What follows belongs to an exercise in optimizing a design on an open flow for a short achievable clock period and few clock cycles; a production flow would make more cautious choices.
In this exercise RTL edits were held to simulation tests only and were not proved equivalent to the original.
Power is estimated from default activity; no workload was simulated.

## JK
## cpu
module cpu
(
    input clk,
    input rst,
    output logic read_a,
    output logic [31:0] address_a,
    input logic resp_a,
    input logic [31:0] rdata_a,
    output logic read_b,
    output logic write_b,
    output logic [3:0] wmask_b,
    output logic [31:0] address_b,
    output logic [31:0] wdata_b,
    input logic resp_b,
    input logic [31:0] rdata_b
);
For scale: ~8200 cells after synthesis, ~2400 flip-flops, ~0.11 mm2 of cells after synthesis.
export LEC_CHECK = 0
export ABC_CLOCK_PERIOD_IN_PS = 3000
export CAP_MARGIN = 35
export CORE_MARGIN = 2
export CORE_UTILIZATION = 40
export SETUP_SLACK_MARGIN = 5.0
export SLEW_MARGIN = 35
create_clock -name core_clock -period 8.5 [get_ports {clk}]
run.sh (not shown) runs the stock make flow with config.mk's settings and CLKGATE_MAP_FILE= SYNTH_SCRIPT=/design/flow/synth_recipe.tcl, a recipe that flattens the netlist after the stock synthesis.
Testbench counts of JK, summed over its fixed seeds: cycles 63,157.
Modified inputs, PW compared to JK
--- a/flow/design.v
+++ b/flow/design.v
@@ -471,12 +471,13 @@
 logic [31:0] D_immbj;
 logic        E_v, E_k;          
 logic [31:0] E_ptgt;
 logic [31:0] E_aa, E_ba;        
 logic [31:0] E_ax, E_bx;        
 logic [31:0] E_bn;              
+logic [4:0]  E_sa;              
 logic [31:0] E_pc, E_pc4, E_tgt, E_cT, E_cF, E_jp0, E_jp1;
 logic        E_phit, E_mT, E_mF, E_mJ, E_jv, E_mTt, E_mFt;
 logic        E_mTx, E_mFx;
 logic [1:0]  E_pctr;
 logic [4:0]  E_rd;
 logic        E_wr, E_ld, E_st, E_br, E_jal, E_jalr, E_sdM;
@@ -672,12 +673,13 @@
     begin
         E_aa   <= x_byp(d_useA & d_aE) | ((d_useA & d_aE) ? 32'd0 : (d_useA & d_aL) ? m_ld : d_lui ? 32'd0 : d_auipc ? D_pc : d_ra);
         E_ax   <= x_byp(d_useA & d_aE) | ((d_useA & d_aE) ? 32'd0 : (d_useA & d_aL) ? m_ld : d_ra);
         E_ba   <= x_byp(d_useB & d_bE) | ((d_useB & d_bE) ? 32'd0 : (d_useB & d_bL) ? m_ld : (d_br | d_opr) ? d_rb : d_imm);
         E_bn   <= ~(x_byp(d_useB & d_bE) | ((d_useB & d_bE) ? 32'd0 : (d_useB & d_bL) ? m_ld : (d_br | d_opr) ? d_rb : d_imm));
         E_bx   <= x_byp(d_useX & d_bE) | ((d_useX & d_bE) ? 32'd0 : (d_useX & d_bL) ? m_ld : (d_br | d_opr | d_st) ? d_rb : d_imm);
+        E_sa   <= x_byp(d_useB & d_bE) | ((d_useB & d_bE) ? 5'd0 : (d_useB & d_bL) ? m_ld[4:0] : d_opr ? d_rb[4:0] : d_imm[4:0]);
         E_sdM  <= d_st & (d_rs2 != 5'd0) & d_bE & E_ld;
         E_pc   <= D_pc;
         E_pc4  <= d_pc4;
         E_tgt  <= d_btgt;
         E_cT   <= (d_br | d_jal) ? d_btgt : d_pc4;
         E_cF   <= d_jal ? d_btgt : d_pc4;
@@ -724,15 +726,15 @@
 assign x_a = E_ax;
 assign x_b = E_bx;
 logic [31:0] x_sum, x_diff, x_sll, x_srl, x_sra;
 logic x_eq, x_ltu, x_lt, x_lt31;
 assign x_sum  = ks_add(E_aa, E_ba, 1'b0);
 assign x_diff = ks_add(E_ax, E_bn, 1'b1);
-assign x_sll  = x_a << x_b[4:0];
-assign x_srl  = x_a >> x_b[4:0];
-assign x_sra  = $signed(x_a) >>> x_b[4:0];
+assign x_sll  = x_a << E_sa;
+assign x_srl  = x_a >> E_sa;
+assign x_sra  = $signed(x_a) >>> E_sa;
 assign x_eq   = &(~(x_a ^ x_b));
 assign x_lt31 = lt31(x_a, x_b);
 assign x_ltu  = (~x_a[31] & x_b[31]) | (~(x_a[31] ^ x_b[31]) & x_lt31);
 assign x_lt   = (x_a[31] & ~x_b[31]) | (~(x_a[31] ^ x_b[31]) & x_lt31);
 function automatic logic [31:0] x_byp(input logic sel);
     x_byp = ({32{sel & E_rAdd}} & x_sum)
==> comparison <==
PW reached the final stage; the timing, DRC and antenna checks on its layout passed.
Comparing JK and PW, the higher net load switching power is on JK.
In the final design statistics, PW uses more standard cells in total than JK.
Relative to JK, worst setup slack has gone up in PW.
When PW is set beside JK, its design area turns out to be about 2% larger.
Between JK and PW, the flow reports gate count of the mapped netlist increasing slightly.
In PW relative to JK, final net count had gone up slightly.
Comparing part of the total power dissipated in combinational logic for JK and PW, the smaller number came from PW.
Diff JK -> PW: register-to-register slack went up by 0.30 ns; antenna diode instance count has decreased.
Weighted congestion at the end of routability-driven global placement was higher in the run labelled JK.
The sequential cell count on JK is in line with that on PW.
Diff JK -> PW | first-iteration DRC count | up slightly
Total area of sequential cells is higher on PW
Testbench counts of PW, summed over its fixed seeds: cycles 63,157.

---

raven:
cpu, a different RTL version from the one above (not shown whole).
Size in the first run: about 2200 flip-flops, about 170 I/O pins, about 110000 µm² of cells after synthesis.
Settings: LEC_CHECK=0, ABC_CLOCK_PERIOD_IN_PS=3000, CAP_MARGIN=35, CORE_MARGIN=2, CORE_UTILIZATION=40, SETUP_SLACK_MARGIN=5.0, SLEW_MARGIN=35; clock period 8.5 ns.
Testbench counts of raven, summed over its fixed seeds: cycles 63,291.
Edits applied to the flow inputs when going from raven to maple:
diff --git a/flow/design.v b/flow/design.v
--- a/flow/design.v
+++ b/flow/design.v
@@ -422,21 +422,21 @@
     input logic resp_a,
     input logic [31:0] rdata_a,
     output logic read_b,
     output logic write_b,
     output logic [3:0] wmask_b,
     output logic [31:0] address_b,
     output logic [31:0] wdata_b,
     input logic resp_b,
     input logic [31:0] rdata_b
 );
-localparam int BI = 4;           
+localparam int BI = 5;           
 localparam int BT = 4;           
 localparam int NB = 1 << BI;
 localparam int BH = 13;          
 assign read_a = 1'b1;
 function automatic logic [31:0] ks_add(input logic [31:0] a, input logic [31:0] b, input logic cin);
     logic [31:0] g, p, gg, pp;
     g = a & b;
     p = a ^ b;
     gg = g;
     gg[0] = g[0] | (p[0] & cin);
--- outcome ---
Per the final summary, maple finished and its layout is clean on timing, DRC and antenna. raven completed; timing, DRC and antenna clean. Changes observed in maple relative to raven: fmax did not really move, total number of placement rows went up, sequential power went up, I/O pin count did not really move, power drawn by the clock network went up. Per the comparison of maple with raven, shortest period the worst path allows fell by 0.0083 ns, number of clock buffers in the layout rose by about 17%, wire length rose by about 12%, area after synthesis rose by 12000 µm². Higher layout sequential cell count goes to maple over raven. Looking at internal power of the cells across both flows, maple is the weaker of the two, with raven ahead.
Testbench counts of maple, summed over its fixed seeds: cycles 63,157.

==> re-timing with driven ports <==
The results above use ideal ports. As a check the final layouts listed here were re-extracted and re-timed, cells and wires unchanged. Step 1, drivers: a clkbuf_16 drives clk and a buf_2 each remaining input, both assumed. Step 2 also shifts input and output timing later by t, the mid clock arrival at the registers, as if the neighbouring blocks saw the same clock. a / b / c = no drivers / after step 1 / after step 2; a / b = the first two.
run	t, ns	setup slack, ns	worst setup path at the end	slew at the worst register clock pin (ns)	worst slew at a driven data input, ns
JK	0.978	4.290 / 4.290 / 4.191	input to register	0.07 / 0.07	0.23
PW	0.972	4.591 / 4.591 / 4.037	input to register	0.07 / 0.07	0.23
raven	0.993	4.788 / 4.693 / 4.095	input to register	0.07 / 0.07	0.07
maple	0.994	4.797 / 4.797 / 4.133	input to register	0.08 / 0.08	0.19
After both steps every run listed still meets setup and hold. For raven, which loses most, drivers alone change the setup slack by -0.095 ns; drivers and shift together by -0.693 ns.
